Context: an optimization exercise on an open-source flow, tuned for small area and a short achievable clock period. The choices shown serve that exercise and are no tape-out recipe.
Function was checked by simulation only, so behaviour that the tests miss may differ from the original.

## flow/design.v (module list and top-level ports; edited modules follow where they fit)
// module mul2: 460 lines
// module mac3_r0: 510 lines
// module fin3_r0: 70 lines
// module mac3_rn: 529 lines
// module fin3_rn: 46 lines
// module systolic_array: 225 lines
module systolic_array #(
    parameter DATA_W = 16,
    parameter DIM = 4
) (
    input  logic clk,
    input  logic rst_n,
    input  logic [DIM*DATA_W-1:0] a_in,
    input  logic [DIM*DATA_W-1:0] b_in,
    input  logic valid_in,
    output logic [DIM*2*DATA_W-1:0] c_out,
    output logic valid_out
);
  // ...
==> flow/flow/run.sh <==
#!/bin/bash
set -euo pipefail
bash standard.sh SETUP_SLACK_MARGIN=5.5 "BUFFER_PORTS_ARGS=-buffer_cell sky130_fd_sc_hd__buf_2" finish > standard.log 2>&1
==> flow/standard.sh <==
#!/bin/bash
# synth_recipe.tcl (not shown) runs the flow's synth.tcl, then flattens the netlist and writes it again
# the make line also repeats each setting of config.mk as NAME=value (left out here)
make -C /OpenROAD-flow-scripts/flow DESIGN_CONFIG=/design/flow/config.mk WORK_HOME=/design/flow/orfs CLKGATE_MAP_FILE= SYNTH_SCRIPT=/design/flow/synth_recipe.tcl "${@:-finish}"
==> flow/config.mk <==
export PLATFORM = sky130hd
export DESIGN_NAME = systolic_array
export DESIGN_NICKNAME = systolic_array
export VERILOG_FILES = /design/flow/design.v
export SDC_FILE = /design/flow/constraint.sdc
export NUM_CORES = 4
export LEC_CHECK = 0
export CAP_MARGIN = 20
export CORE_MARGIN = 2
export CORE_UTILIZATION = 50
export CTS_BUF_LIST = sky130_fd_sc_hd__clkbuf_8
export PLACE_DENSITY = 0.7
export SLEW_MARGIN = 20
==> flow/constraint.sdc <==
create_clock -name core_clock -period 9.0 [get_ports {clk}]
set_input_delay 1.8000 -clock core_clock [delete_from_list [all_inputs] [get_ports {clk}]]
set_output_delay 1.8000 -clock core_clock [all_outputs]
set_load 0.01 [all_outputs]
==> out/results.txt, run 1 <==
Outcome - timing/DRC/antenna clean
Crit path arrival time - 4480 ps
Fill count - 19440
Non-clk bufs - 997
RR Endpoint - acc1_0_3[27]
Crit path depth - 14
Most common cell after layout, fill and taps aside - edfxtp_1
Reg-to-reg slack, setup - 5400 ps
#MultiIn Comb - 7356
TAP cells - 3185
FF-to-FF path depth - 14
Most frequent cells in the layout - 1337 x edfxtp_1, 1302 x inv_1, 890 x fa_1
Row cnt - 180
Worst hold path class - reg -> reg
Hold Slack - 364.5 ps
Die span in y - 494.6 microns
Worst setup EP type - flip-flop
Critical path class - reg -> reg
CP top delay family - adder cells
Share of layout cells above drive strength 1 - 0.1724
Top-Level Pins - 260
H-tree depth - 5
Compound-gate portion of the synthesized area - 0.1195
Hold depth - 0
Synthesized cell area - 0.1203 sq mm
Post-synthesis sequential area ratio - 0.4019
Post-Syn Nets - 12750
First-pass GRT wire length - 492400 microns
Multiplexer area fraction after synthesis - 0.06297
CP Capture Point - acc1_0_3[27]
Top cells by area, synth - edfxtp_1 33%, fa_1 16%, dfrtp_1 6.8%, xor2_1 5.7%, ha_1 4.6%
CTS Buf Count - 304
Met2 wire len - 150700 microns
==> module fin3_r0, before the edit <==
module fin3_r0 (
    input  wire [78:0] i,
    output wire [31:0] o
);
    wire u0 = i[18] ^ i[19] ^ i[20];
    wire u1 = (i[18] & i[19]) | (i[18] & i[20]) | (i[19] & i[20]);
    wire u2 = i[21] ^ i[22] ^ i[23];
    wire u3 = (i[21] & i[22]) | (i[21] & i[23]) | (i[22] & i[23]);
    wire u4 = i[24] ^ i[25] ^ i[26];
    wire u5 = (i[24] & i[25]) | (i[24] & i[26]) | (i[25] & i[26]);
    wire u6 = i[27] ^ i[28] ^ i[29];
    wire u7 = (i[27] & i[28]) | (i[27] & i[29]) | (i[28] & i[29]);
    wire u8 = i[30] ^ u5;
    wire u9 = i[30] & u5;
    wire u10 = i[31] ^ i[32] ^ i[33];
    wire u11 = (i[31] & i[32]) | (i[31] & i[33]) | (i[32] & i[33]);
    wire u12 = u7 ^ u10;
    wire u13 = u7 & u10;
    wire u14 = i[34] ^ i[35] ^ i[36];
    wire u15 = (i[34] & i[35]) | (i[34] & i[36]) | (i[35] & i[36]);
    wire u16 = u11 ^ u14;
    wire u17 = u11 & u14;
    wire u18 = i[37] ^ i[38] ^ i[39];
    wire u19 = (i[37] & i[38]) | (i[37] & i[39]) | (i[38] & i[39]);
    wire u20 = i[40] ^ u15 ^ u18;
    wire u21 = (i[40] & u15) | (i[40] & u18) | (u15 & u18);
    wire u22 = i[41] ^ i[42] ^ i[43];
    wire u23 = (i[41] & i[42]) | (i[41] & i[43]) | (i[42] & i[43]);
    wire u24 = u19 ^ u22;
    wire u25 = u19 & u22;
    wire u26 = i[44] ^ i[45] ^ i[46];
    wire u27 = (i[44] & i[45]) | (i[44] & i[46]) | (i[45] & i[46]);
    wire u28 = u23 ^ u26;
    wire u29 = u23 & u26;
    wire u30 = i[47] ^ i[48] ^ i[49];
    wire u31 = (i[47] & i[48]) | (i[47] & i[49]) | (i[48] & i[49]);
    wire u32 = i[50] ^ u27 ^ u30;
    wire u33 = (i[50] & u27) | (i[50] & u30) | (u27 & u30);
    wire u34 = i[51] ^ i[52] ^ i[53];
    wire u35 = (i[51] & i[52]) | (i[51] & i[53]) | (i[52] & i[53]);
    wire u36 = u31 ^ u34;
    wire u37 = u31 & u34;
    wire u38 = i[54] ^ i[55] ^ i[56];
    wire u39 = (i[54] & i[55]) | (i[54] & i[56]) | (i[55] & i[56]);
    wire u40 = i[57] ^ u35 ^ u38;
    wire u41 = (i[57] & u35) | (i[57] & u38) | (u35 & u38);
    wire u42 = i[58] ^ i[59] ^ u39;
    wire u43 = (i[58] & i[59]) | (i[58] & u39) | (i[59] & u39);
    wire u44 = i[60] ^ i[61];
    wire u45 = i[60] & i[61];
    wire u46 = i[62] ^ i[63] ^ i[64];
    wire u47 = (i[62] & i[63]) | (i[62] & i[64]) | (i[63] & i[64]);
    wire u48 = i[65] ^ i[66];
    wire u49 = i[65] & i[66];
    wire u50 = i[67] ^ i[68];
    wire u51 = i[67] & i[68];
    wire u52 = i[69] ^ i[70];
    wire u53 = i[69] & i[70];
    wire u54 = i[71] ^ i[72];
    wire u55 = i[71] & i[72];
    wire u56 = i[73] ^ i[74];
    wire u57 = i[73] & i[74];
    wire u58 = i[75] ^ i[76];
    wire u59 = i[75] & i[76];
    wire u60 = i[77] ^ i[78];
    wire u61 = i[77] & i[78];
    wire [31:0] s = {u59, u57, u55, u53, u51, u49, u48, u45, u44, u41, u37, u36, u29, u25, u24, u17, u13, u9, u6, u3, u1, u0, i[16], i[14], i[12], i[10], i[9], i[7], i[5], i[4], i[2], i[0]};
    wire [31:0] c = {u60, u58, u56, u54, u52, u50, u47, u46, u43, u42, u40, u33, u32, u28, u21, u20, u16, u12, u8, u4, u2, 1'b0, i[17], i[15], i[13], i[11], 1'b0, i[8], i[6], 1'b0, i[3], i[1]};
    assign o = s + c;
endmodule
==> run 2: changes to the inputs <==
--- a/flow/design.v
+++ b/flow/design.v
@@ -457,17 +457,17 @@
     assign o[59] = t230;
     assign o[60] = t232;
     assign o[61] = t231;
 endmodule
 module mac3_r0 (
     input  wire [15:0] x,
     input  wire [15:0] y,
     input  wire [61:0] acc0,
-    output wire [78:0] o
+    output wire [64:0] o
 );
     wire two0 = ~x[0] & (x[1] ^ 1'b0);
     wire pp0_0 = ((x[0] & y[0]) | (two0 & 1'b0)) ^ x[1];
     wire pp0_1 = ((x[0] & y[1]) | (two0 & y[0])) ^ x[1];
     wire pp0_2 = ((x[0] & y[2]) | (two0 & y[1])) ^ x[1];
     wire pp0_3 = ((x[0] & y[3]) | (two0 & y[2])) ^ x[1];
     wire pp0_4 = ((x[0] & y[4]) | (two0 & y[3])) ^ x[1];
     wire pp0_5 = ((x[0] & y[5]) | (two0 & y[4])) ^ x[1];
@@ -673,226 +673,258 @@
     wire t62 = pp0_10 ^ pp1_8 ^ pp2_6;
     wire t63 = (pp0_10 & pp1_8) | (pp0_10 & pp2_6) | (pp1_8 & pp2_6);
     wire t64 = pp3_4 ^ pp4_2 ^ pp5_0;
     wire t65 = (pp3_4 & pp4_2) | (pp3_4 & pp5_0) | (pp4_2 & pp5_0);
     wire t66 = t60 ^ t53 ^ t55;
     wire t67 = (t60 & t53) | (t60 & t55) | (t53 & t55);
     wire t68 = t62 ^ t64 ^ t57;
     wire t69 = (t62 & t64) | (t62 & t57) | (t64 & t57);
-    wire t70 = acc0[17] ^ acc0[18] ^ pp0_11;
-    wire t71 = (acc0[17] & acc0[18]) | (acc0[17] & pp0_11) | (acc0[18] & pp0_11);
-    wire t72 = pp1_9 ^ pp2_7 ^ pp3_5;
-    wire t73 = (pp1_9 & pp2_7) | (pp1_9 & pp3_5) | (pp2_7 & pp3_5);
-    wire t74 = pp4_3 ^ pp5_1 ^ t61;
-    wire t75 = (pp4_3 & pp5_1) | (pp4_3 & t61) | (pp5_1 & t61);
-    wire t76 = t63 ^ t65 ^ t70;
-    wire t77 = (t63 & t65) | (t63 & t70) | (t65 & t70);
-    wire t78 = t72 ^ t74 ^ t67;
-    wire t79 = (t72 & t74) | (t72 & t67) | (t74 & t67);
-    wire t80 = acc0[19] ^ acc0[20] ^ x[13];
-    wire t81 = (acc0[19] & acc0[20]) | (acc0[19] & x[13]) | (acc0[20] & x[13]);
-    wire t82 = t80 ^ pp0_12 ^ pp1_10;
-    wire t83 = (t80 & pp0_12) | (t80 & pp1_10) | (pp0_12 & pp1_10);
-    wire t84 = pp2_8 ^ pp3_6 ^ pp4_4;
-    wire t85 = (pp2_8 & pp3_6) | (pp2_8 & pp4_4) | (pp3_6 & pp4_4);
-    wire t86 = pp5_2 ^ pp6_0 ^ t71;
-    wire t87 = (pp5_2 & pp6_0) | (pp5_2 & t71) | (pp6_0 & t71);
-    wire t88 = t73 ^ t82 ^ t84;
-    wire t89 = (t73 & t82) | (t73 & t84) | (t82 & t84);
-    wire t90 = t75 ^ t77 ^ t86;
-    wire t91 = (t75 & t77) | (t75 & t86) | (t77 & t86);
-    wire t92 = acc0[21] ^ acc0[22] ^ acc0[23];
-    wire t93 = (acc0[21] & acc0[22]) | (acc0[21] & acc0[23]) | (acc0[22] & acc0[23]);
-    wire t94 = t81 ^ t92 ^ pp0_13;
-    wire t95 = (t81 & t92) | (t81 & pp0_13) | (t92 & pp0_13);
-    wire t96 = pp1_11 ^ pp2_9 ^ pp3_7;
-    wire t97 = (pp1_11 & pp2_9) | (pp1_11 & pp3_7) | (pp2_9 & pp3_7);
-    wire t98 = pp4_5 ^ pp5_3 ^ pp6_1;
-    wire t99 = (pp4_5 & pp5_3) | (pp4_5 & pp6_1) | (pp5_3 & pp6_1);
-    wire t100 = t83 ^ t85 ^ t94;
-    wire t101 = (t83 & t85) | (t83 & t94) | (t85 & t94);
-    wire t102 = t96 ^ t98 ^ t87;
-    wire t103 = (t96 & t98) | (t96 & t87) | (t98 & t87);
-    wire t104 = acc0[24] ^ acc0[25] ^ x[15];
-    wire t105 = (acc0[24] & acc0[25]) | (acc0[24] & x[15]) | (acc0[25] & x[15]);
-    wire t106 = t93 ^ t104 ^ pp0_14;
-    wire t107 = (t93 & t104) | (t93 & pp0_14) | (t104 & pp0_14);
-    wire t108 = pp1_12 ^ pp2_10 ^ pp3_8;
-    wire t109 = (pp1_12 & pp2_10) | (pp1_12 & pp3_8) | (pp2_10 & pp3_8);
-    wire t110 = pp4_6 ^ pp5_4 ^ pp6_2;
-    wire t111 = (pp4_6 & pp5_4) | (pp4_6 & pp6_2) | (pp5_4 & pp6_2);
-    wire t112 = pp7_0 ^ t95 ^ t97;
-    wire t113 = (pp7_0 & t95) | (pp7_0 & t97) | (t95 & t97);
-    wire t114 = t99 ^ t106 ^ t108;
-    wire t115 = (t99 & t106) | (t99 & t108) | (t106 & t108);
-    wire t116 = t110 ^ t101 ^ t112;
-    wire t117 = (t110 & t101) | (t110 & t112) | (t101 & t112);
-    wire t118 = acc0[26] ^ acc0[27] ^ t105;
-    wire t119 = (acc0[26] & acc0[27]) | (acc0[26] & t105) | (acc0[27] & t105);
-    wire t120 = t118 ^ pp0_15 ^ pp1_13;
-    wire t121 = (t118 & pp0_15) | (t118 & pp1_13) | (pp0_15 & pp1_13);
-    wire t122 = pp2_11 ^ pp3_9 ^ pp4_7;
-    wire t123 = (pp2_11 & pp3_9) | (pp2_11 & pp4_7) | (pp3_9 & pp4_7);
-    wire t124 = pp5_5 ^ pp6_3 ^ pp7_1;
-    wire t125 = (pp5_5 & pp6_3) | (pp5_5 & pp7_1) | (pp6_3 & pp7_1);
-    wire t126 = t107 ^ t109 ^ t111;
-    wire t127 = (t107 & t109) | (t107 & t111) | (t109 & t111);
-    wire t128 = t120 ^ t122 ^ t124;
-    wire t129 = (t120 & t122) | (t120 & t124) | (t122 & t124);
-    wire t130 = t113 ^ t115 ^ t126;
-    wire t131 = (t113 & t115) | (t113 & t126) | (t115 & t126);
-    wire t132 = 1'b1 ^ acc0[28] ^ acc0[29];
-    wire t133 = (1'b1 & acc0[28]) | (1'b1 & acc0[29]) | (acc0[28] & acc0[29]);
-    wire t134 = t132 ^ t119 ^ pp1_14;
-    wire t135 = (t132 & t119) | (t132 & pp1_14) | (t119 & pp1_14);
-    wire t136 = pp2_12 ^ pp3_10 ^ pp4_8;
-    wire t137 = (pp2_12 & pp3_10) | (pp2_12 & pp4_8) | (pp3_10 & pp4_8);
-    wire t138 = pp5_6 ^ pp6_4 ^ pp7_2;
-    wire t139 = (pp5_6 & pp6_4) | (pp5_6 & pp7_2) | (pp6_4 & pp7_2);
-    wire t140 = ~pp0_16 ^ t121 ^ t123;
-    wire t141 = (~pp0_16 & t121) | (~pp0_16 & t123) | (t121 & t123);
-    wire t142 = t125 ^ t134 ^ t136;
-    wire t143 = (t125 & t134) | (t125 & t136) | (t134 & t136);
-    wire t144 = t138 ^ t127 ^ t129;
-    wire t145 = (t138 & t127) | (t138 & t129) | (t127 & t129);
-    wire t146 = 1'b1 ^ acc0[30] ^ acc0[31];
-    wire t147 = (1'b1 & acc0[30]) | (1'b1 & acc0[31]) | (acc0[30] & acc0[31]);
-    wire t148 = t133 ^ t146 ^ pp1_15;
-    wire t149 = (t133 & t146) | (t133 & pp1_15) | (t146 & pp1_15);
-    wire t150 = pp2_13 ^ pp3_11 ^ pp4_9;
-    wire t151 = (pp2_13 & pp3_11) | (pp2_13 & pp4_9) | (pp3_11 & pp4_9);
-    wire t152 = pp5_7 ^ pp6_5 ^ pp7_3;
-    wire t153 = (pp5_7 & pp6_5) | (pp5_7 & pp7_3) | (pp6_5 & pp7_3);
-    wire t154 = t135 ^ t137 ^ t139;
-    wire t155 = (t135 & t137) | (t135 & t139) | (t137 & t139);
-    wire t156 = t148 ^ t150 ^ t152;
-    wire t157 = (t148 & t150) | (t148 & t152) | (t150 & t152);
-    wire t158 = t141 ^ t143 ^ t154;
-    wire t159 = (t141 & t143) | (t141 & t154) | (t143 & t154);
-    wire t160 = acc0[32] ^ acc0[33] ^ acc0[34];
-    wire t161 = (acc0[32] & acc0[33]) | (acc0[32] & acc0[34]) | (acc0[33] & acc0[34]);
-    wire t162 = t147 ^ t160 ^ pp2_14;
-    wire t163 = (t147 & t160) | (t147 & pp2_14) | (t160 & pp2_14);
-    wire t164 = pp3_12 ^ pp4_10 ^ pp5_8;
-    wire t165 = (pp3_12 & pp4_10) | (pp3_12 & pp5_8) | (pp4_10 & pp5_8);
-    wire t166 = pp6_6 ^ pp7_4 ^ ~pp1_16;
-    wire t167 = (pp6_6 & pp7_4) | (pp6_6 & ~pp1_16) | (pp7_4 & ~pp1_16);
-    wire t168 = t149 ^ t151 ^ t153;
-    wire t169 = (t149 & t151) | (t149 & t153) | (t151 & t153);
+    wire t70 = t66 ^ t59 ^ t68;
+    wire t71 = (t66 & t59) | (t66 & t68) | (t59 & t68);
+    wire t72 = acc0[17] ^ acc0[18] ^ pp0_11;
+    wire t73 = (acc0[17] & acc0[18]) | (acc0[17] & pp0_11) | (acc0[18] & pp0_11);
+    wire t74 = pp1_9 ^ pp2_7 ^ pp3_5;
+    wire t75 = (pp1_9 & pp2_7) | (pp1_9 & pp3_5) | (pp2_7 & pp3_5);
+    wire t76 = pp4_3 ^ pp5_1 ^ t61;
+    wire t77 = (pp4_3 & pp5_1) | (pp4_3 & t61) | (pp5_1 & t61);
+    wire t78 = t63 ^ t65 ^ t72;
+    wire t79 = (t63 & t65) | (t63 & t72) | (t65 & t72);
+    wire t80 = t74 ^ t76 ^ t67;
+    wire t81 = (t74 & t76) | (t74 & t67) | (t76 & t67);
+    wire t82 = t78 ^ t69 ^ t80;
+    wire t83 = (t78 & t69) | (t78 & t80) | (t69 & t80);
+    wire t84 = acc0[19] ^ acc0[20] ^ x[13];
+    wire t85 = (acc0[19] & acc0[20]) | (acc0[19] & x[13]) | (acc0[20] & x[13]);
+    wire t86 = t84 ^ pp0_12 ^ pp1_10;
+    wire t87 = (t84 & pp0_12) | (t84 & pp1_10) | (pp0_12 & pp1_10);
+    wire t88 = pp2_8 ^ pp3_6 ^ pp4_4;
+    wire t89 = (pp2_8 & pp3_6) | (pp2_8 & pp4_4) | (pp3_6 & pp4_4);
+    wire t90 = pp5_2 ^ pp6_0 ^ t73;
+    wire t91 = (pp5_2 & pp6_0) | (pp5_2 & t73) | (pp6_0 & t73);
+    wire t92 = t75 ^ t86 ^ t88;
+    wire t93 = (t75 & t86) | (t75 & t88) | (t86 & t88);
+    wire t94 = t77 ^ t79 ^ t90;
+    wire t95 = (t77 & t79) | (t77 & t90) | (t79 & t90);
+    wire t96 = t92 ^ t81 ^ t94;
+    wire t97 = (t92 & t81) | (t92 & t94) | (t81 & t94);
+    wire t98 = acc0[21] ^ acc0[22] ^ acc0[23];
+    wire t99 = (acc0[21] & acc0[22]) | (acc0[21] & acc0[23]) | (acc0[22] & acc0[23]);
+    wire t100 = t85 ^ t98 ^ pp0_13;
+    wire t101 = (t85 & t98) | (t85 & pp0_13) | (t98 & pp0_13);
+    wire t102 = pp1_11 ^ pp2_9 ^ pp3_7;
+    wire t103 = (pp1_11 & pp2_9) | (pp1_11 & pp3_7) | (pp2_9 & pp3_7);
+    wire t104 = pp4_5 ^ pp5_3 ^ pp6_1;
+    wire t105 = (pp4_5 & pp5_3) | (pp4_5 & pp6_1) | (pp5_3 & pp6_1);
+    wire t106 = t87 ^ t89 ^ t100;
+    wire t107 = (t87 & t89) | (t87 & t100) | (t89 & t100);
+    wire t108 = t102 ^ t104 ^ t91;
+    wire t109 = (t102 & t104) | (t102 & t91) | (t104 & t91);
+    wire t110 = t93 ^ t106 ^ t108;
+    wire t111 = (t93 & t106) | (t93 & t108) | (t106 & t108);
+    wire t112 = acc0[24] ^ acc0[25] ^ x[15];
+    wire t113 = (acc0[24] & acc0[25]) | (acc0[24] & x[15]) | (acc0[25] & x[15]);
+    wire t114 = t99 ^ t112 ^ pp0_14;
+    wire t115 = (t99 & t112) | (t99 & pp0_14) | (t112 & pp0_14);
+    wire t116 = pp1_12 ^ pp2_10 ^ pp3_8;
+    wire t117 = (pp1_12 & pp2_10) | (pp1_12 & pp3_8) | (pp2_10 & pp3_8);
+    wire t118 = pp4_6 ^ pp5_4 ^ pp6_2;
+    wire t119 = (pp4_6 & pp5_4) | (pp4_6 & pp6_2) | (pp5_4 & pp6_2);
+    wire t120 = pp7_0 ^ t101 ^ t103;
+    wire t121 = (pp7_0 & t101) | (pp7_0 & t103) | (t101 & t103);
+    wire t122 = t105 ^ t114 ^ t116;
+    wire t123 = (t105 & t114) | (t105 & t116) | (t114 & t116);
+    wire t124 = t118 ^ t107 ^ t120;
+    wire t125 = (t118 & t107) | (t118 & t120) | (t107 & t120);
+    wire t126 = t122 ^ t109 ^ t124;
+    wire t127 = (t122 & t109) | (t122 & t124) | (t109 & t124);
+    wire t128 = acc0[26] ^ acc0[27] ^ t113;
+    wire t129 = (acc0[26] & acc0[27]) | (acc0[26] & t113) | (acc0[27] & t113);
+    wire t130 = t128 ^ pp0_15 ^ pp1_13;
+    wire t131 = (t128 & pp0_15) | (t128 & pp1_13) | (pp0_15 & pp1_13);
+    wire t132 = pp2_11 ^ pp3_9 ^ pp4_7;
+    wire t133 = (pp2_11 & pp3_9) | (pp2_11 & pp4_7) | (pp3_9 & pp4_7);
+    wire t134 = pp5_5 ^ pp6_3 ^ pp7_1;
+    wire t135 = (pp5_5 & pp6_3) | (pp5_5 & pp7_1) | (pp6_3 & pp7_1);
+    wire t136 = t115 ^ t117 ^ t119;
+    wire t137 = (t115 & t117) | (t115 & t119) | (t117 & t119);
+    wire t138 = t130 ^ t132 ^ t134;
+    wire t139 = (t130 & t132) | (t130 & t134) | (t132 & t134);
+    wire t140 = t121 ^ t123 ^ t136;
+    wire t141 = (t121 & t123) | (t121 & t136) | (t123 & t136);
+    wire t142 = t138 ^ t125 ^ t140;
+    wire t143 = (t138 & t125) | (t138 & t140) | (t125 & t140);
+    wire t144 = 1'b1 ^ acc0[28] ^ acc0[29];
+    wire t145 = (1'b1 & acc0[28]) | (1'b1 & acc0[29]) | (acc0[28] & acc0[29]);
+    wire t146 = t144 ^ t129 ^ pp1_14;
+    wire t147 = (t144 & t129) | (t144 & pp1_14) | (t129 & pp1_14);
+    wire t148 = pp2_12 ^ pp3_10 ^ pp4_8;
+    wire t149 = (pp2_12 & pp3_10) | (pp2_12 & pp4_8) | (pp3_10 & pp4_8);
+    wire t150 = pp5_6 ^ pp6_4 ^ pp7_2;
+    wire t151 = (pp5_6 & pp6_4) | (pp5_6 & pp7_2) | (pp6_4 & pp7_2);
+    wire t152 = ~pp0_16 ^ t131 ^ t133;
+    wire t153 = (~pp0_16 & t131) | (~pp0_16 & t133) | (t131 & t133);
+    wire t154 = t135 ^ t146 ^ t148;
+    wire t155 = (t135 & t146) | (t135 & t148) | (t146 & t148);
+    wire t156 = t150 ^ t137 ^ t139;
+    wire t157 = (t150 & t137) | (t150 & t139) | (t137 & t139);
+    wire t158 = t152 ^ t154 ^ t141;
+    wire t159 = (t152 & t154) | (t152 & t141) | (t154 & t141);
+    wire t160 = 1'b1 ^ acc0[30] ^ acc0[31];
+    wire t161 = (1'b1 & acc0[30]) | (1'b1 & acc0[31]) | (acc0[30] & acc0[31]);
+    wire t162 = t145 ^ t160 ^ pp1_15;
+    wire t163 = (t145 & t160) | (t145 & pp1_15) | (t160 & pp1_15);
+    wire t164 = pp2_13 ^ pp3_11 ^ pp4_9;
+    wire t165 = (pp2_13 & pp3_11) | (pp2_13 & pp4_9) | (pp3_11 & pp4_9);
+    wire t166 = pp5_7 ^ pp6_5 ^ pp7_3;
+    wire t167 = (pp5_7 & pp6_5) | (pp5_7 & pp7_3) | (pp6_5 & pp7_3);
+    wire t168 = t147 ^ t149 ^ t151;
+    wire t169 = (t147 & t149) | (t147 & t151) | (t149 & t151);
     wire t170 = t162 ^ t164 ^ t166;
     wire t171 = (t162 & t164) | (t162 & t166) | (t164 & t166);
-    wire t172 = t155 ^ t157 ^ t168;
-    wire t173 = (t155 & t157) | (t155 & t168) | (t157 & t168);
-    wire t174 = 1'b1 ^ acc0[35] ^ acc0[36];
-    wire t175 = (1'b1 & acc0[35]) | (1'b1 & acc0[36]) | (acc0[35] & acc0[36]);
-    wire t176 = t161 ^ t174 ^ pp2_15;
-    wire t177 = (t161 & t174) | (t161 & pp2_15) | (t174 & pp2_15);
-    wire t178 = pp3_13 ^ pp4_11 ^ pp5_9;
-    wire t179 = (pp3_13 & pp4_11) | (pp3_13 & pp5_9) | (pp4_11 & pp5_9);
-    wire t180 = pp6_7 ^ pp7_5 ^ t163;
-    wire t181 = (pp6_7 & pp7_5) | (pp6_7 & t163) | (pp7_5 & t163);
-    wire t182 = t165 ^ t167 ^ t176;
-    wire t183 = (t165 & t167) | (t165 & t176) | (t167 & t176);
-    wire t184 = t178 ^ t169 ^ t171;
-    wire t185 = (t178 & t169) | (t178 & t171) | (t169 & t171);
-    wire t186 = acc0[37] ^ acc0[38] ^ acc0[39];
-    wire t187 = (acc0[37] & acc0[38]) | (acc0[37] & acc0[39]) | (acc0[38] & acc0[39]);
-    wire t188 = t175 ^ t186 ^ pp3_14;
-    wire t189 = (t175 & t186) | (t175 & pp3_14) | (t186 & pp3_14);
-    wire t190 = pp4_12 ^ pp5_10 ^ pp6_8;
-    wire t191 = (pp4_12 & pp5_10) | (pp4_12 & pp6_8) | (pp5_10 & pp6_8);
-    wire t192 = pp7_6 ^ ~pp2_16 ^ t177;
-    wire t193 = (pp7_6 & ~pp2_16) | (pp7_6 & t177) | (~pp2_16 & t177);
-    wire t194 = t179 ^ t188 ^ t190;
-    wire t195 = (t179 & t188) | (t179 & t190) | (t188 & t190);
-    wire t196 = t181 ^ t183 ^ t192;
-    wire t197 = (t181 & t183) | (t181 & t192) | (t183 & t192);
-    wire t198 = 1'b1 ^ acc0[40] ^ acc0[41];
-    wire t199 = (1'b1 & acc0[40]) | (1'b1 & acc0[41]) | (acc0[40] & acc0[41]);
-    wire t200 = t187 ^ t198 ^ pp3_15;
-    wire t201 = (t187 & t198) | (t187 & pp3_15) | (t198 & pp3_15);
-    wire t202 = pp4_13 ^ pp5_11 ^ pp6_9;
-    wire t203 = (pp4_13 & pp5_11) | (pp4_13 & pp6_9) | (pp5_11 & pp6_9);
-    wire t204 = pp7_7 ^ t189 ^ t191;
-    wire t205 = (pp7_7 & t189) | (pp7_7 & t191) | (t189 & t191);
-    wire t206 = t200 ^ t202 ^ t193;
-    wire t207 = (t200 & t202) | (t200 & t193) | (t202 & t193);
-    wire t208 = acc0[42] ^ acc0[43] ^ t199;
-    wire t209 = (acc0[42] & acc0[43]) | (acc0[42] & t199) | (acc0[43] & t199);
-    wire t210 = t208 ^ pp4_14 ^ pp5_12;
-    wire t211 = (t208 & pp4_14) | (t208 & pp5_12) | (pp4_14 & pp5_12);
-    wire t212 = pp6_10 ^ pp7_8 ^ ~pp3_16;
-    wire t213 = (pp6_10 & pp7_8) | (pp6_10 & ~pp3_16) | (pp7_8 & ~pp3_16);
-    wire t214 = t201 ^ t203 ^ t210;
-    wire t215 = (t201 & t203) | (t201 & t210) | (t203 & t210);
-    wire t216 = t212 ^ t205 ^ t214;
-    wire t217 = (t212 & t205) | (t212 & t214) | (t205 & t214);
-    wire t218 = 1'b1 ^ acc0[44] ^ acc0[45];
-    wire t219 = (1'b1 & acc0[44]) | (1'b1 & acc0[45]) | (acc0[44] & acc0[45]);
-    wire t220 = t218 ^ t209 ^ pp4_15;
-    wire t221 = (t218 & t209) | (t218 & pp4_15) | (t209 & pp4_15);
-    wire t222 = pp5_13 ^ pp6_11 ^ pp7_9;
-    wire t223 = (pp5_13 & pp6_11) | (pp5_13 & pp7_9) | (pp6_11 & pp7_9);
-    wire t224 = t211 ^ t213 ^ t220;
-    wire t225 = (t211 & t213) | (t211 & t220) | (t213 & t220);
-    wire t226 = t222 ^ t215 ^ t224;
-    wire t227 = (t222 & t215) | (t222 & t224) | (t215 & t224);
-    wire t228 = acc0[46] ^ acc0[47] ^ t219;
-    wire t229 = (acc0[46] & acc0[47]) | (acc0[46] & t219) | (acc0[47] & t219);
-    wire t230 = t228 ^ pp5_14 ^ pp6_12;
-    wire t231 = (t228 & pp5_14) | (t228 & pp6_12) | (pp5_14 & pp6_12);
-    wire t232 = pp7_10 ^ ~pp4_16 ^ t221;
-    wire t233 = (pp7_10 & ~pp4_16) | (pp7_10 & t221) | (~pp4_16 & t221);
-    wire t234 = t223 ^ t230 ^ t225;
-    wire t235 = (t223 & t230) | (t223 & t225) | (t230 & t225);
-    wire t236 = 1'b1 ^ acc0[48] ^ acc0[49];
-    wire t237 = (1'b1 & acc0[48]) | (1'b1 & acc0[49]) | (acc0[48] & acc0[49]);
-    wire t238 = t236 ^ t229 ^ pp5_15;
-    wire t239 = (t236 & t229) | (t236 & pp5_15) | (t229 & pp5_15);
-    wire t240 = pp6_13 ^ pp7_11 ^ t231;
-    wire t241 = (pp6_13 & pp7_11) | (pp6_13 & t231) | (pp7_11 & t231);
-    wire t242 = t238 ^ t233 ^ t240;
-    wire t243 = (t238 & t233) | (t238 & t240) | (t233 & t240);
-    wire t244 = acc0[50] ^ acc0[51] ^ t237;
-    wire t245 = (acc0[50] & acc0[51]) | (acc0[50] & t237) | (acc0[51] & t237);
-    wire t246 = t244 ^ pp6_14 ^ pp7_12;
-    wire t247 = (t244 & pp6_14) | (t244 & pp7_12) | (pp6_14 & pp7_12);
-    wire t248 = ~pp5_16 ^ t239 ^ t246;
-    wire t249 = (~pp5_16 & t239) | (~pp5_16 & t246) | (t239 & t246);
-    wire t250 = t241 ^ t248;
-    wire t251 = t241 & t248;
-    wire t252 = 1'b1 ^ acc0[52] ^ acc0[53];
-    wire t253 = (1'b1 & acc0[52]) | (1'b1 & acc0[53]) | (acc0[52] & acc0[53]);
-    wire t254 = t252 ^ t245 ^ pp6_15;
-    wire t255 = (t252 & t245) | (t252 & pp6_15) | (t245 & pp6_15);
-    wire t256 = pp7_13 ^ t247 ^ t254;
-    wire t257 = (pp7_13 & t247) | (pp7_13 & t254) | (t247 & t254);
-    wire t258 = t249 ^ t256;
-    wire t259 = t249 & t256;
-    wire t260 = acc0[54] ^ acc0[55] ^ t253;
-    wire t261 = (acc0[54] & acc0[55]) | (acc0[54] & t253) | (acc0[55] & t253);
-    wire t262 = t260 ^ pp7_14 ^ ~pp6_16;
-    wire t263 = (t260 & pp7_14) | (t260 & ~pp6_16) | (pp7_14 & ~pp6_16);
-    wire t264 = t255 ^ t262 ^ t257;
-    wire t265 = (t255 & t262) | (t255 & t257) | (t262 & t257);
-    wire t266 = 1'b1 ^ acc0[56] ^ acc0[57];
-    wire t267 = (1'b1 & acc0[56]) | (1'b1 & acc0[57]) | (acc0[56] & acc0[57]);
-    wire t268 = t266 ^ t261 ^ pp7_15;
-    wire t269 = (t266 & t261) | (t266 & pp7_15) | (t261 & pp7_15);
-    wire t270 = t263 ^ t268;
-    wire t271 = t263 & t268;
-    wire t272 = acc0[58] ^ acc0[59] ^ t267;
-    wire t273 = (acc0[58] & acc0[59]) | (acc0[58] & t267) | (acc0[59] & t267);
-    wire t274 = t272 ^ ~pp7_16 ^ t269;
-    wire t275 = (t272 & ~pp7_16) | (t272 & t269) | (~pp7_16 & t269);
-    wire t276 = 1'b1 ^ acc0[60] ^ acc0[61];
-    wire t277 = (1'b1 & acc0[60]) | (1'b1 & acc0[61]) | (acc0[60] & acc0[61]);
-    wire t278 = t276 ^ t273;
-    wire t279 = t276 & t273;
+    wire t172 = t153 ^ t155 ^ t168;
+    wire t173 = (t153 & t155) | (t153 & t168) | (t155 & t168);
+    wire t174 = t170 ^ t157 ^ t172;
+    wire t175 = (t170 & t157) | (t170 & t172) | (t157 & t172);
+    wire t176 = acc0[32] ^ acc0[33] ^ acc0[34];
+    wire t177 = (acc0[32] & acc0[33]) | (acc0[32] & acc0[34]) | (acc0[33] & acc0[34]);
+    wire t178 = t161 ^ t176 ^ pp2_14;
+    wire t179 = (t161 & t176) | (t161 & pp2_14) | (t176 & pp2_14);
+    wire t180 = pp3_12 ^ pp4_10 ^ pp5_8;
+    wire t181 = (pp3_12 & pp4_10) | (pp3_12 & pp5_8) | (pp4_10 & pp5_8);
+    wire t182 = pp6_6 ^ pp7_4 ^ ~pp1_16;
+    wire t183 = (pp6_6 & pp7_4) | (pp6_6 & ~pp1_16) | (pp7_4 & ~pp1_16);
+    wire t184 = t163 ^ t165 ^ t167;
+    wire t185 = (t163 & t165) | (t163 & t167) | (t165 & t167);
+    wire t186 = t178 ^ t180 ^ t182;
+    wire t187 = (t178 & t180) | (t178 & t182) | (t180 & t182);
+    wire t188 = t169 ^ t171 ^ t184;
+    wire t189 = (t169 & t171) | (t169 & t184) | (t171 & t184);
+    wire t190 = t186 ^ t173 ^ t188;
+    wire t191 = (t186 & t173) | (t186 & t188) | (t173 & t188);
+    wire t192 = 1'b1 ^ acc0[35] ^ acc0[36];
+    wire t193 = (1'b1 & acc0[35]) | (1'b1 & acc0[36]) | (acc0[35] & acc0[36]);
+    wire t194 = t177 ^ t192 ^ pp2_15;
+    wire t195 = (t177 & t192) | (t177 & pp2_15) | (t192 & pp2_15);
+    wire t196 = pp3_13 ^ pp4_11 ^ pp5_9;
+    wire t197 = (pp3_13 & pp4_11) | (pp3_13 & pp5_9) | (pp4_11 & pp5_9);
+    wire t198 = pp6_7 ^ pp7_5 ^ t179;
+    wire t199 = (pp6_7 & pp7_5) | (pp6_7 & t179) | (pp7_5 & t179);
+    wire t200 = t181 ^ t183 ^ t194;
+    wire t201 = (t181 & t183) | (t181 & t194) | (t183 & t194);
+    wire t202 = t196 ^ t185 ^ t187;
+    wire t203 = (t196 & t185) | (t196 & t187) | (t185 & t187);
+    wire t204 = t198 ^ t200 ^ t189;
+    wire t205 = (t198 & t200) | (t198 & t189) | (t200 & t189);
+    wire t206 = acc0[37] ^ acc0[38] ^ acc0[39];
+    wire t207 = (acc0[37] & acc0[38]) | (acc0[37] & acc0[39]) | (acc0[38] & acc0[39]);
+    wire t208 = t193 ^ t206 ^ pp3_14;
+    wire t209 = (t193 & t206) | (t193 & pp3_14) | (t206 & pp3_14);
+    wire t210 = pp4_12 ^ pp5_10 ^ pp6_8;
+    wire t211 = (pp4_12 & pp5_10) | (pp4_12 & pp6_8) | (pp5_10 & pp6_8);
+    wire t212 = pp7_6 ^ ~pp2_16 ^ t195;
+    wire t213 = (pp7_6 & ~pp2_16) | (pp7_6 & t195) | (~pp2_16 & t195);
+    wire t214 = t197 ^ t208 ^ t210;
+    wire t215 = (t197 & t208) | (t197 & t210) | (t208 & t210);
+    wire t216 = t199 ^ t201 ^ t212;
+    wire t217 = (t199 & t201) | (t199 & t212) | (t201 & t212);
+    wire t218 = t214 ^ t203 ^ t216;
+    wire t219 = (t214 & t203) | (t214 & t216) | (t203 & t216);
+    wire t220 = 1'b1 ^ acc0[40] ^ acc0[41];
+    wire t221 = (1'b1 & acc0[40]) | (1'b1 & acc0[41]) | (acc0[40] & acc0[41]);
+    wire t222 = t207 ^ t220 ^ pp3_15;
+    wire t223 = (t207 & t220) | (t207 & pp3_15) | (t220 & pp3_15);
+    wire t224 = pp4_13 ^ pp5_11 ^ pp6_9;
+    wire t225 = (pp4_13 & pp5_11) | (pp4_13 & pp6_9) | (pp5_11 & pp6_9);
+    wire t226 = pp7_7 ^ t209 ^ t211;
+    wire t227 = (pp7_7 & t209) | (pp7_7 & t211) | (t209 & t211);
+    wire t228 = t222 ^ t224 ^ t213;
+    wire t229 = (t222 & t224) | (t222 & t213) | (t224 & t213);
+    wire t230 = t215 ^ t226 ^ t217;
+    wire t231 = (t215 & t226) | (t215 & t217) | (t226 & t217);
+    wire t232 = acc0[42] ^ acc0[43] ^ t221;
+    wire t233 = (acc0[42] & acc0[43]) | (acc0[42] & t221) | (acc0[43] & t221);
+    wire t234 = t232 ^ pp4_14 ^ pp5_12;
+    wire t235 = (t232 & pp4_14) | (t232 & pp5_12) | (pp4_14 & pp5_12);
+    wire t236 = pp6_10 ^ pp7_8 ^ ~pp3_16;
+    wire t237 = (pp6_10 & pp7_8) | (pp6_10 & ~pp3_16) | (pp7_8 & ~pp3_16);
+    wire t238 = t223 ^ t225 ^ t234;
+    wire t239 = (t223 & t225) | (t223 & t234) | (t225 & t234);
+    wire t240 = t236 ^ t227 ^ t238;
+    wire t241 = (t236 & t227) | (t236 & t238) | (t227 & t238);
+    wire t242 = t229 ^ t240;
+    wire t243 = t229 & t240;
+    wire t244 = 1'b1 ^ acc0[44] ^ acc0[45];
+    wire t245 = (1'b1 & acc0[44]) | (1'b1 & acc0[45]) | (acc0[44] & acc0[45]);
+    wire t246 = t244 ^ t233 ^ pp4_15;
+    wire t247 = (t244 & t233) | (t244 & pp4_15) | (t233 & pp4_15);
+    wire t248 = pp5_13 ^ pp6_11 ^ pp7_9;
+    wire t249 = (pp5_13 & pp6_11) | (pp5_13 & pp7_9) | (pp6_11 & pp7_9);
+    wire t250 = t235 ^ t237 ^ t246;
+    wire t251 = (t235 & t237) | (t235 & t246) | (t237 & t246);
+    wire t252 = t248 ^ t239 ^ t250;
+    wire t253 = (t248 & t239) | (t248 & t250) | (t239 & t250);
+    wire t254 = t241 ^ t252;
+    wire t255 = t241 & t252;
+    wire t256 = acc0[46] ^ acc0[47] ^ t245;
+    wire t257 = (acc0[46] & acc0[47]) | (acc0[46] & t245) | (acc0[47] & t245);
+    wire t258 = t256 ^ pp5_14 ^ pp6_12;
+    wire t259 = (t256 & pp5_14) | (t256 & pp6_12) | (pp5_14 & pp6_12);
+    wire t260 = pp7_10 ^ ~pp4_16 ^ t247;
+    wire t261 = (pp7_10 & ~pp4_16) | (pp7_10 & t247) | (~pp4_16 & t247);
+    wire t262 = t249 ^ t258 ^ t251;
+    wire t263 = (t249 & t258) | (t249 & t251) | (t258 & t251);
+    wire t264 = t260 ^ t253 ^ t262;
+    wire t265 = (t260 & t253) | (t260 & t262) | (t253 & t262);
+    wire t266 = 1'b1 ^ acc0[48] ^ acc0[49];
+    wire t267 = (1'b1 & acc0[48]) | (1'b1 & acc0[49]) | (acc0[48] & acc0[49]);
+    wire t268 = t266 ^ t257 ^ pp5_15;
+    wire t269 = (t266 & t257) | (t266 & pp5_15) | (t257 & pp5_15);
+    wire t270 = pp6_13 ^ pp7_11 ^ t259;
+    wire t271 = (pp6_13 & pp7_11) | (pp6_13 & t259) | (pp7_11 & t259);
+    wire t272 = t268 ^ t261 ^ t270;
+    wire t273 = (t268 & t261) | (t268 & t270) | (t261 & t270);
+    wire t274 = t263 ^ t272;
+    wire t275 = t263 & t272;
+    wire t276 = acc0[50] ^ acc0[51] ^ t267;
+    wire t277 = (acc0[50] & acc0[51]) | (acc0[50] & t267) | (acc0[51] & t267);
+    wire t278 = t276 ^ pp6_14 ^ pp7_12;
+    wire t279 = (t276 & pp6_14) | (t276 & pp7_12) | (pp6_14 & pp7_12);
+    wire t280 = ~pp5_16 ^ t269 ^ t278;
+    wire t281 = (~pp5_16 & t269) | (~pp5_16 & t278) | (t269 & t278);
+    wire t282 = t271 ^ t280 ^ t273;
+    wire t283 = (t271 & t280) | (t271 & t273) | (t280 & t273);
+    wire t284 = 1'b1 ^ acc0[52] ^ acc0[53];
+    wire t285 = (1'b1 & acc0[52]) | (1'b1 & acc0[53]) | (acc0[52] & acc0[53]);
+    wire t286 = t284 ^ t277 ^ pp6_15;
+    wire t287 = (t284 & t277) | (t284 & pp6_15) | (t277 & pp6_15);
+    wire t288 = pp7_13 ^ t279 ^ t286;
+    wire t289 = (pp7_13 & t279) | (pp7_13 & t286) | (t279 & t286);
+    wire t290 = t281 ^ t288;
+    wire t291 = t281 & t288;
+    wire t292 = acc0[54] ^ acc0[55] ^ t285;
+    wire t293 = (acc0[54] & acc0[55]) | (acc0[54] & t285) | (acc0[55] & t285);
+    wire t294 = t292 ^ pp7_14 ^ ~pp6_16;
+    wire t295 = (t292 & pp7_14) | (t292 & ~pp6_16) | (pp7_14 & ~pp6_16);
+    wire t296 = t287 ^ t294 ^ t289;
+    wire t297 = (t287 & t294) | (t287 & t289) | (t294 & t289);
+    wire t298 = 1'b1 ^ acc0[56] ^ acc0[57];
+    wire t299 = (1'b1 & acc0[56]) | (1'b1 & acc0[57]) | (acc0[56] & acc0[57]);
+    wire t300 = t298 ^ t293 ^ pp7_15;
+    wire t301 = (t298 & t293) | (t298 & pp7_15) | (t293 & pp7_15);
+    wire t302 = t295 ^ t300;
+    wire t303 = t295 & t300;
+    wire t304 = acc0[58] ^ acc0[59] ^ t299;
+    wire t305 = (acc0[58] & acc0[59]) | (acc0[58] & t299) | (acc0[59] & t299);
+    wire t306 = t304 ^ ~pp7_16 ^ t301;
+    wire t307 = (t304 & ~pp7_16) | (t304 & t301) | (~pp7_16 & t301);
+    wire t308 = 1'b1 ^ acc0[60] ^ acc0[61];
+    wire t309 = (1'b1 & acc0[60]) | (1'b1 & acc0[61]) | (acc0[60] & acc0[61]);
+    wire t310 = t308 ^ t305;
+    wire t311 = t308 & t305;
     assign o[0] = t0;
     assign o[1] = pp0_0;
     assign o[2] = t2;
     assign o[3] = pp0_1;
     assign o[4] = t6;
     assign o[5] = t7;
     assign o[6] = t10;
     assign o[7] = t11;
@@ -901,146 +933,108 @@
     assign o[10] = t30;
     assign o[11] = t23;
     assign o[12] = t31;
     assign o[13] = t38;
     assign o[14] = t39;
     assign o[15] = t48;
     assign o[16] = t49;
     assign o[17] = t58;
-    assign o[18] = t66;
-    assign o[19] = t59;
-    assign o[20] = t68;
-    assign o[21] = t76;
-    assign o[22] = t69;
-    assign o[23] = t78;
-    assign o[24] = t88;
-    assign o[25] = t79;
-    assign o[26] = t90;
-    assign o[27] = t89;
-    assign o[28] = t100;
-    assign o[29] = t102;
-    assign o[30] = t91;
-    assign o[31] = t114;
-    assign o[32] = t103;
-    assign o[33] = t116;
-    assign o[34] = t128;
-    assign o[35] = t117;
-    assign o[36] = t130;
-    assign o[37] = t140;
-    assign o[38] = t142;
-    assign o[39] = t131;
-    assign o[40] = t144;
-    assign o[41] = t156;
-    assign o[42] = t145;
-    assign o[43] = t158;
-    assign o[44] = t170;
-    assign o[45] = t159;
-    assign o[46] = t172;
-    assign o[47] = t180;
-    assign o[48] = t182;
-    assign o[49] = t173;
-    assign o[50] = t184;
-    assign o[51] = t194;
-    assign o[52] = t185;
-    assign o[53] = t196;
-    assign o[54] = t195;
-    assign o[55] = t204;
-    assign o[56] = t197;
-    assign o[57] = t206;
-    assign o[58] = t207;
-    assign o[59] = t216;
-    assign o[60] = t217;
-    assign o[61] = t226;
-    assign o[62] = t232;
-    assign o[63] = t227;
-    assign o[64] = t234;
-    assign o[65] = t235;
-    assign o[66] = t242;
-    assign o[67] = t250;
-    assign o[68] = t243;
-    assign o[69] = t251;
-    assign o[70] = t258;
-    assign o[71] = t259;
-    assign o[72] = t264;
-    assign o[73] = t270;
-    assign o[74] = t265;
-    assign o[75] = t271;
-    assign o[76] = t274;
-    assign o[77] = t278;
-    assign o[78] = t275;
+    assign o[18] = t70;
+    assign o[19] = t71;
+    assign o[20] = t82;
+    assign o[21] = t83;
+    assign o[22] = t96;
+    assign o[23] = t95;
+    assign o[24] = t110;
+    assign o[25] = t97;
+    assign o[26] = t111;
+    assign o[27] = t126;
+    assign o[28] = t127;
+    assign o[29] = t142;
+    assign o[30] = t156;
+    assign o[31] = t143;
+    assign o[32] = t158;
+    assign o[33] = t159;
+    assign o[34] = t174;
+    assign o[35] = t175;
+    assign o[36] = t190;
+    assign o[37] = t202;
+    assign o[38] = t191;
+    assign o[39] = t204;
+    assign o[40] = t205;
+    assign o[41] = t218;
+    assign o[42] = t228;
+    assign o[43] = t219;
+    assign o[44] = t230;
+    assign o[45] = t242;
+    assign o[46] = t231;
+    assign o[47] = t243;
+    assign o[48] = t254;
+    assign o[49] = t255;
+    assign o[50] = t264;
+    assign o[51] = t274;
+    assign o[52] = t265;
+    assign o[53] = t275;
+    assign o[54] = t282;
+    assign o[55] = t290;
+    assign o[56] = t283;
+    assign o[57] = t291;
+    assign o[58] = t296;
+    assign o[59] = t302;
+    assign o[60] = t297;
+    assign o[61] = t303;
+    assign o[62] = t306;
+    assign o[63] = t310;
+    assign o[64] = t307;
 endmodule
 module fin3_r0 (
-    input  wire [78:0] i,
+    input  wire [64:0] i,
     output wire [31:0] o
 );
-    wire u0 = i[18] ^ i[19] ^ i[20];
-    wire u1 = (i[18] & i[19]) | (i[18] & i[20]) | (i[19] & i[20]);
-    wire u2 = i[21] ^ i[22] ^ i[23];
-    wire u3 = (i[21] & i[22]) | (i[21] & i[23]) | (i[22] & i[23]);
-    wire u4 = i[24] ^ i[25] ^ i[26];
-    wire u5 = (i[24] & i[25]) | (i[24] & i[26]) | (i[25] & i[26]);
-    wire u6 = i[27] ^ i[28] ^ i[29];
-    wire u7 = (i[27] & i[28]) | (i[27] & i[29]) | (i[28] & i[29]);
-    wire u8 = i[30] ^ u5;
-    wire u9 = i[30] & u5;
-    wire u10 = i[31] ^ i[32] ^ i[33];
-    wire u11 = (i[31] & i[32]) | (i[31] & i[33]) | (i[32] & i[33]);
-    wire u12 = u7 ^ u10;
-    wire u13 = u7 & u10;
-    wire u14 = i[34] ^ i[35] ^ i[36];
-    wire u15 = (i[34] & i[35]) | (i[34] & i[36]) | (i[35] & i[36]);
-    wire u16 = u11 ^ u14;
-    wire u17 = u11 & u14;
-    wire u18 = i[37] ^ i[38] ^ i[39];
-    wire u19 = (i[37] & i[38]) | (i[37] & i[39]) | (i[38] & i[39]);
-    wire u20 = i[40] ^ u15 ^ u18;
-    wire u21 = (i[40] & u15) | (i[40] & u18) | (u15 & u18);
-    wire u22 = i[41] ^ i[42] ^ i[43];
-    wire u23 = (i[41] & i[42]) | (i[41] & i[43]) | (i[42] & i[43]);
-    wire u24 = u19 ^ u22;
-    wire u25 = u19 & u22;
-    wire u26 = i[44] ^ i[45] ^ i[46];
-    wire u27 = (i[44] & i[45]) | (i[44] & i[46]) | (i[45] & i[46]);
-    wire u28 = u23 ^ u26;
-    wire u29 = u23 & u26;
-    wire u30 = i[47] ^ i[48] ^ i[49];
-    wire u31 = (i[47] & i[48]) | (i[47] & i[49]) | (i[48] & i[49]);
-    wire u32 = i[50] ^ u27 ^ u30;
-    wire u33 = (i[50] & u27) | (i[50] & u30) | (u27 & u30);
-    wire u34 = i[51] ^ i[52] ^ i[53];
-    wire u35 = (i[51] & i[52]) | (i[51] & i[53]) | (i[52] & i[53]);
-    wire u36 = u31 ^ u34;
-    wire u37 = u31 & u34;
-    wire u38 = i[54] ^ i[55] ^ i[56];
-    wire u39 = (i[54] & i[55]) | (i[54] & i[56]) | (i[55] & i[56]);
-    wire u40 = i[57] ^ u35 ^ u38;
-    wire u41 = (i[57] & u35) | (i[57] & u38) | (u35 & u38);
-    wire u42 = i[58] ^ i[59] ^ u39;
-    wire u43 = (i[58] & i[59]) | (i[58] & u39) | (i[59] & u39);
-    wire u44 = i[60] ^ i[61];
-    wire u45 = i[60] & i[61];
-    wire u46 = i[62] ^ i[63] ^ i[64];
-    wire u47 = (i[62] & i[63]) | (i[62] & i[64]) | (i[63] & i[64]);
-    wire u48 = i[65] ^ i[66];
-    wire u49 = i[65] & i[66];
-    wire u50 = i[67] ^ i[68];
-    wire u51 = i[67] & i[68];
-    wire u52 = i[69] ^ i[70];
-    wire u53 = i[69] & i[70];
-    wire u54 = i[71] ^ i[72];
-    wire u55 = i[71] & i[72];
-    wire u56 = i[73] ^ i[74];
-    wire u57 = i[73] & i[74];
-    wire u58 = i[75] ^ i[76];
-    wire u59 = i[75] & i[76];
-    wire u60 = i[77] ^ i[78];
-    wire u61 = i[77] & i[78];
-    wire [31:0] s = {u59, u57, u55, u53, u51, u49, u48, u45, u44, u41, u37, u36, u29, u25, u24, u17, u13, u9, u6, u3, u1, u0, i[16], i[14], i[12], i[10], i[9], i[7], i[5], i[4], i[2], i[0]};
-    wire [31:0] c = {u60, u58, u56, u54, u52, u50, u47, u46, u43, u42, u40, u33, u32, u28, u21, u20, u16, u12, u8, u4, u2, 1'b0, i[17], i[15], i[13], i[11], 1'b0, i[8], i[6], 1'b0, i[3], i[1]};
+    wire u0 = i[23] ^ i[24] ^ i[25];
+    wire u1 = (i[23] & i[24]) | (i[23] & i[25]) | (i[24] & i[25]);
+    wire u2 = i[26] ^ i[27];
+    wire u3 = i[26] & i[27];
+    wire u4 = i[28] ^ i[29];
+    wire u5 = i[28] & i[29];
+    wire u6 = i[30] ^ i[31] ^ i[32];
+    wire u7 = (i[30] & i[31]) | (i[30] & i[32]) | (i[31] & i[32]);
+    wire u8 = i[33] ^ i[34];
+    wire u9 = i[33] & i[34];
+    wire u10 = i[35] ^ i[36];
+    wire u11 = i[35] & i[36];
+    wire u12 = i[37] ^ i[38] ^ i[39];
+    wire u13 = (i[37] & i[38]) | (i[37] & i[39]) | (i[38] & i[39]);
+    wire u14 = i[40] ^ i[41];
+    wire u15 = i[40] & i[41];
+    wire u16 = i[42] ^ i[43] ^ i[44];
+    wire u17 = (i[42] & i[43]) | (i[42] & i[44]) | (i[43] & i[44]);
+    wire u18 = i[45] ^ i[46];
+    wire u19 = i[45] & i[46];
+    wire u20 = i[47] ^ i[48];
+    wire u21 = i[47] & i[48];
+    wire u22 = i[49] ^ i[50];
+    wire u23 = i[49] & i[50];
+    wire u24 = i[51] ^ i[52];
+    wire u25 = i[51] & i[52];
+    wire u26 = i[53] ^ i[54];
+    wire u27 = i[53] & i[54];
+    wire u28 = i[55] ^ i[56];
+    wire u29 = i[55] & i[56];
+    wire u30 = i[57] ^ i[58];
+    wire u31 = i[57] & i[58];
+    wire u32 = i[59] ^ i[60];
+    wire u33 = i[59] & i[60];
+    wire u34 = i[61] ^ i[62];
+    wire u35 = i[61] & i[62];
+    wire u36 = i[63] ^ i[64];
+    wire u37 = i[63] & i[64];
+    wire [31:0] s = {u35, u33, u31, u29, u27, u25, u23, u21, u19, u18, u15, u14, u11, u9, u8, u5, u3, u2, u0, i[21], i[19], i[18], i[16], i[14], i[12], i[10], i[9], i[7], i[5], i[4], i[2], i[0]};
+    wire [31:0] c = {u36, u34, u32, u30, u28, u26, u24, u22, u20, u17, u16, u13, u12, u10, u7, u6, u4, u1, 1'b0, i[22], i[20], 1'b0, i[17], i[15], i[13], i[11], 1'b0, i[8], i[6], 1'b0, i[3], i[1]};
     assign o = s + c;
 endmodule
 module mac3_rn (
     input  wire [15:0] x,
     input  wire [15:0] y,
     input  wire [61:0] acc0,
     output wire [65:0] o
 );
@@ -1681,17 +1675,17 @@
         if (mv[1]) bs1_0_1 <= bs0_0_1;
     end
     logic [17:0] bs0_0_2;
     always_ff @(posedge clk)
         if (cap[2]) bs0_0_2 <= {bs1_0_1[16], bs1_0_1} + {{2{b_in[47]}}, b_in[47:32]};
     logic [61:0] p2_0, p2n_0;
     mul2 u_mul2_0 (.x(a0_0_2), .y(bs0_0_2), .o(p2n_0));
     always_ff @(posedge clk) if (mv[2]) p2_0 <= p2n_0;
-    logic [78:0] x0_0_3, xn_0_3;
+    logic [64:0] x0_0_3, xn_0_3;
     logic [31:0] acc1_0_3, sum_0_3;
     mac3_r0 u_mac3_0 (.x(a1_0_2), .y(b_in[63:48]), .acc0(p2_0), .o(xn_0_3));
     fin3_r0 u_fin3_0 (.i(x0_0_3), .o(sum_0_3));
     always_ff @(posedge clk) if (cap[3]) x0_0_3 <= xn_0_3;
     always_ff @(posedge clk or negedge rst_n)
         if (!rst_n) acc1_0_3 <= '0; else if (mv[3]) acc1_0_3 <= sum_0_3;
     assign c_out[31:0] = acc1_0_3;
     logic [15:0] b0_1_0, b1_1_0;
==> flow/config.mk (replaced) <==
export PLATFORM = sky130hd
export DESIGN_NAME = systolic_array
export DESIGN_NICKNAME = systolic_array
export VERILOG_FILES = /design/flow/design.v
export SDC_FILE = /design/flow/constraint.sdc
export NUM_CORES = 4
export LEC_CHECK = 0
export CAP_MARGIN = 20
export CORE_MARGIN = 2
export CORE_UTILIZATION = 40
export CTS_BUF_LIST = sky130_fd_sc_hd__clkbuf_8
export SLEW_MARGIN = 20
==> out/results.txt, run 2 <==
Final setup fails - 0 (unchanged)
Max frequency - 268.6 MHz (was 278.0 MHz)
Fin. Hold Viols - 0 (unchanged)
Most numerous cell in the Yosys netlist - edfxtp_1 (unchanged)
Vias - 85190 (was 86880)
Pins over their slew limit - 0 (unchanged)
IO buf count - 259 (unchanged)
Drt wl/cell - 22.06 microns (was 22.30 microns)
Pin count of the biggest net entering global routing - 155 (was 167)
CTS Sinks - 1651 (was 1665)
Footprint of the multi-input gates - 0.06480 sq mm (was 0.06479 sq mm)
Initial antenna violation count - 24 (was 13)
Reg area - 0.04803 sq mm (was 0.04846 sq mm)
Iter 0 DRT Violations - 7771 (was 9094)
CP top delay family - compound AO/OA/AOI/OAI gates (was adder cells)
Most frequent cells after synthesis - 1323 x edfxtp_1, 1246 x inv_1, 961 x fa_1 (was 1337 x edfxtp_1, 1260 x inv_1, 960 x fa_1)
Top cells by area, synth - edfxtp_1 33%, fa_1 16%, dfrtp_1 6.9%, xor2_1 6.4%, ha_1 4.6% (was edfxtp_1 33%, fa_1 16%, dfrtp_1 6.8%, xor2_1 5.7%, ha_1 4.6%)
Synth Area in XOR/XNOR - 0.08128 (was 0.07512)
Critical-path top delay cell - fa_1 (unchanged)
Setup TNS - 0 ps (unchanged)
Post-Syn Nets - 12710 (was 12750)
RSZ-0062 raised after global routing - yes (unchanged)
FF-to-FF Start - x0_0_3[30] (was x0_0_3[39])
Drt first pass iters - 6 (was 8)
Post-synthesis sequential area ratio - 0.4015 (was 0.4019)
Post-synth top area cell - edfxtp_1 (unchanged)
H-tree depth - 5 (unchanged)
CTS Buf Count - 301 (was 304)
Hold_buf cts - 0 (unchanged)
CP startpoint - x0_0_3[30] (was x0_0_3[39])
Core ar. - 0.2970 sq mm (was 0.2399 sq mm)
Row cnt - 200 (was 180)
Dpl hpwl - 215900 microns (was 206000 microns)
Crit path arrival time - 4580 ps (was 4480 ps)
Synth warn - 1 (unchanged)
Async SR Flop Fraction - 0.1987 (was 0.1970)
Synth-to-Final Area Change - 17.25% (was 14.84%)
Die span in y - 550.3 microns (was 494.6 microns)
Vias per cell - 5.393 (was 5.794)
Worst relative slew slack - 0.1486 (was 0.3006)
Die X - 550.3 microns (was 494.6 microns)
Worst setup EP type - flip-flop (unchanged)
Initial core utilization - 0.4019 (was 0.5016)
Fill count - 26770 (was 19440)
Worst Max-Slew Pin Slew - 1268 ps (was 1049 ps)
Clock Path Buffers - 4 (unchanged)
Placed insts - 14680 (was 13950)
Outcome - timing/DRC/antenna clean (unchanged)
Synthesized cell area - 0.1194 sq mm (was 0.1203 sq mm)
Skew-Pair Late Insertion Delay - 1070 ps (was 1090 ps)
Vias in the first global route - 84750 (was 84660)
Post-DRT Antenna Nets - 0 (unchanged)
WP data required - 9860 ps (was 9880 ps)
Clock skew - 74.03 ps (was 80.93 ps)
Syn avg cell area - 10.69 sq um (was 10.73 sq um)
Number of synthesized flops with an enable pin - 1323 (was 1337)
Compound-gate portion of the synthesized area - 0.1159 (was 0.1195)
CTS tree - done (unchanged)
Most frequent cells in the layout - 1323 x edfxtp_1, 1302 x inv_1, 867 x xor2_1 (was 1337 x edfxtp_1, 1302 x inv_1, 890 x fa_1)
GRT Total Usage - 0.2193 (was 0.2563)
First-pass GRT wire length - 516400 microns (was 492400 microns)
Multiplexer area fraction after synthesis - 0.06067 (was 0.06297)
Share of layout cells above drive strength 1 - 0.1801 (was 0.1724)
Worst-path clk slew - 70 ps (about the same)
Final min period - 3724 ps (was 3597 ps)
Critical path fanouts, max - 4 (was 3)
Wirelength, routed - 348500 microns (was 334400 microns)
Worst hold path class - reg -> reg (unchanged)
Cells after synthesis - 11170 (was 11220)
Post-route insts no fill - 15800 (was 15000)
Flops & latches, synth - 1651 (was 1665)
Post-Synth Adder-Cell Area - 0.2075 (was 0.2055)
Maxcap violations - 0 (unchanged)
Crit share post-route - 0.4137 (was 0.3997)
Synth top area share - 0.3328 (was 0.3337)
Root buffer cell - clkbuf_8 (unchanged)
Grt total ovfl - 0 (unchanged)
Most common cell after layout, fill and taps aside - edfxtp_1 (unchanged)
Main combinational cell family by area after synthesis - adder cells (unchanged)
Biggest regs - x0_1_3 (66), x0_2_3 (66), x0_3_3 (66)
Top-Level Pins - 260 (unchanged)
Die footprint - 0.3029 sq mm (was 0.2446 sq mm)
DRC viols - 0 (unchanged)
Placer congestion estimate - 0.8797 (was 0.9078)
Fin nets - 13120 (unchanged)
Critical path class - reg -> reg (unchanged)
Startpoint class of the critical path - flip-flop (unchanged)
Crit-path cells - fa_1 -> ha_4 -> a21o_1 -> a2111o_1 -> a221oi_4 -> o221ai_2 -> a21o_1 -> and3_4 -> a221oi_4 -> xnor2_4 -> o21ai_1 (was fa_1 -> inv_1 -> fa_1 -> inv_2 -> ha_4 -> a21o_1 -> a21o_1 -> a21oi_4 -> o2111ai_4 -> a211o_1 -> nand3_4 -> buf_6 -> xor2_4 -> o21ai_1)
Library cells used by synthesis - 72 (was 92)
Prevailing post-synth register cell - edfxtp_1 (unchanged)
CP bufs+invs - 0 (was 3)
Simple-Gate Fraction of Synth Area - 0.06489 (was 0.06626)
Delay of the slowest cell on the worst path - 570 ps (was 520 ps)
Worst min-delay path startpoint - a0_1_0[15] (was a1_3_0[1])
[run 2: changes by cell type in the layout (fill, tap and decap cells not counted), moves of 30 or more]
cell	change
a21oi_1	+54
a21oi_2	+31
a22oi_1	-44
fa_1	-45
fa_2	+46
mux2_2	-34
nand2_1	-30
nor2_1	+53
o21ai_0	-38
xor2_1	+95
[run 2: layer usage]
metal / part of all wire / GRT usage / vias to the layer above
li1: - / - / 38610
met1: 0.42 / 0.3000 / 42060
met3: 0.077 / 0.03702 / 848
met4: 0.041 / 0.07913 / 28
met5: 0.00052 / 0 / -
met2: 0.46 / 0.3503 / 3633
[run 2: metrics by stage]
| stage | hold WS [ps] | area [sq um] | utilization | worst slack [ps] |
|---|---|---|---|---|
| final | 377.7 | 140000 | 0.4713 | 5276 |
| after global routing | 368.3 | 140000 | 0.4713 | 5190 |
| after CTS | 366.3 | 136000 | 0.4579 | 5314 |
| after detailed placement | 404.5 | 124000 | 0.4176 | 3852 |
| after global placement | 400.5 | 124000 | 0.4175 | 3823 |
| after floorplan | 400.3 | 119600 | - | 2771 |
[run 2: final cells by class]
class / count / share of cell area
Clock inverter: 230 / 0.01390
Inverter: 1262 / 0.03523
Antenna cell: 17 / 0.0003039
Tap cell: 3939 / 0.03521
Clock buffer: 327 / 0.03215
Sequential cell: 1651 / 0.3431
Timing Repair Buffer: 1013 / 0.07722
Multi-Input combinational cell: 7356 / 0.4629
[run 2: final timing paths]
check	cells past startpoint	to	slack, ps
setup / recovery	11	acc1_0_3[31]	5280
hold / removal	0	a1_1_0[15]	380
setup reg to reg	11	acc1_0_3[31]	5280
min in group asynchronous	1	acc1_3_3[31]	760
max in group asynchronous	2	b1_0_0[13]	6750
hold reg to reg	0	a1_1_0[15]	380
[run 2: kinds of logic (layout without fill, tap and decap cells)]
kind of cell    Yosys count  after routing
simple gates           1845           1850
flops                  1651           1651
fa+ha+maj              1403           1403
mux                     692            692
other cells               0             17
buf+inv                2171           2832
xor+xnor               1108           1108
compound gates         2303           2303
[run 2: worst register-to-register path: stages, from the launching register on]
cell,delay (ps)
edfxtp_1,430
fa_1,570
ha_4,230
a21o_1,160
a2111o_1,410
a221oi_4,380
o221ai_2,150
a21o_1,180
and3_4,210
a221oi_4,380
xnor2_4,280
o21ai_1,120
[run 2: repair_timing]
action	4_1_cts	5_1_grt
pin swaps	46	161
buffers inserted	269	183
endpoints found under the setup margin	356	186
gates cloned	48	43
gates resized for setup	453	473

==> afterwards: timing with drivers on the ports <==
No port has a modelled driver above. Below, the same layouts with a new extraction and two added sets of constraints.
Step 1 (the two cells are an assumption about what drives the block):
set clk [get_ports {clk}]
set_driving_cell -lib_cell sky130_fd_sc_hd__clkbuf_16 $clk
set_driving_cell -lib_cell sky130_fd_sc_hd__buf_2 [delete_from_list [all_inputs] $clk]
Step 2 also shifts input and output timing later by t, the mid clock arrival at the registers, as if the neighbouring blocks saw the same clock.
Slacks: ideal ports / drivers / drivers and shift; pairs: ideal ports / drivers.
| run | t, ns | setup slack, ns | worst hold slack (ns) | clock arrival spread, ns | worst register clock-pin slew, ns |
|---|---|---|---|---|---|
| run 1 | 1.120 | 5.403 / 5.403 / 4.421 | 0.365 / 0.365 / 0.365 | 0.108 / 0.108 | 0.08 / 0.08 |
| run 2 | 1.114 | 5.276 / 5.276 / 4.256 | 0.378 / 0.378 / 0.378 | 0.095 / 0.095 | 0.08 / 0.08 |
After both steps every run listed still meets setup and hold. For run 2, which loses most, drivers alone change the setup slack by 0.000 ns; drivers and shift together by -1.020 ns.
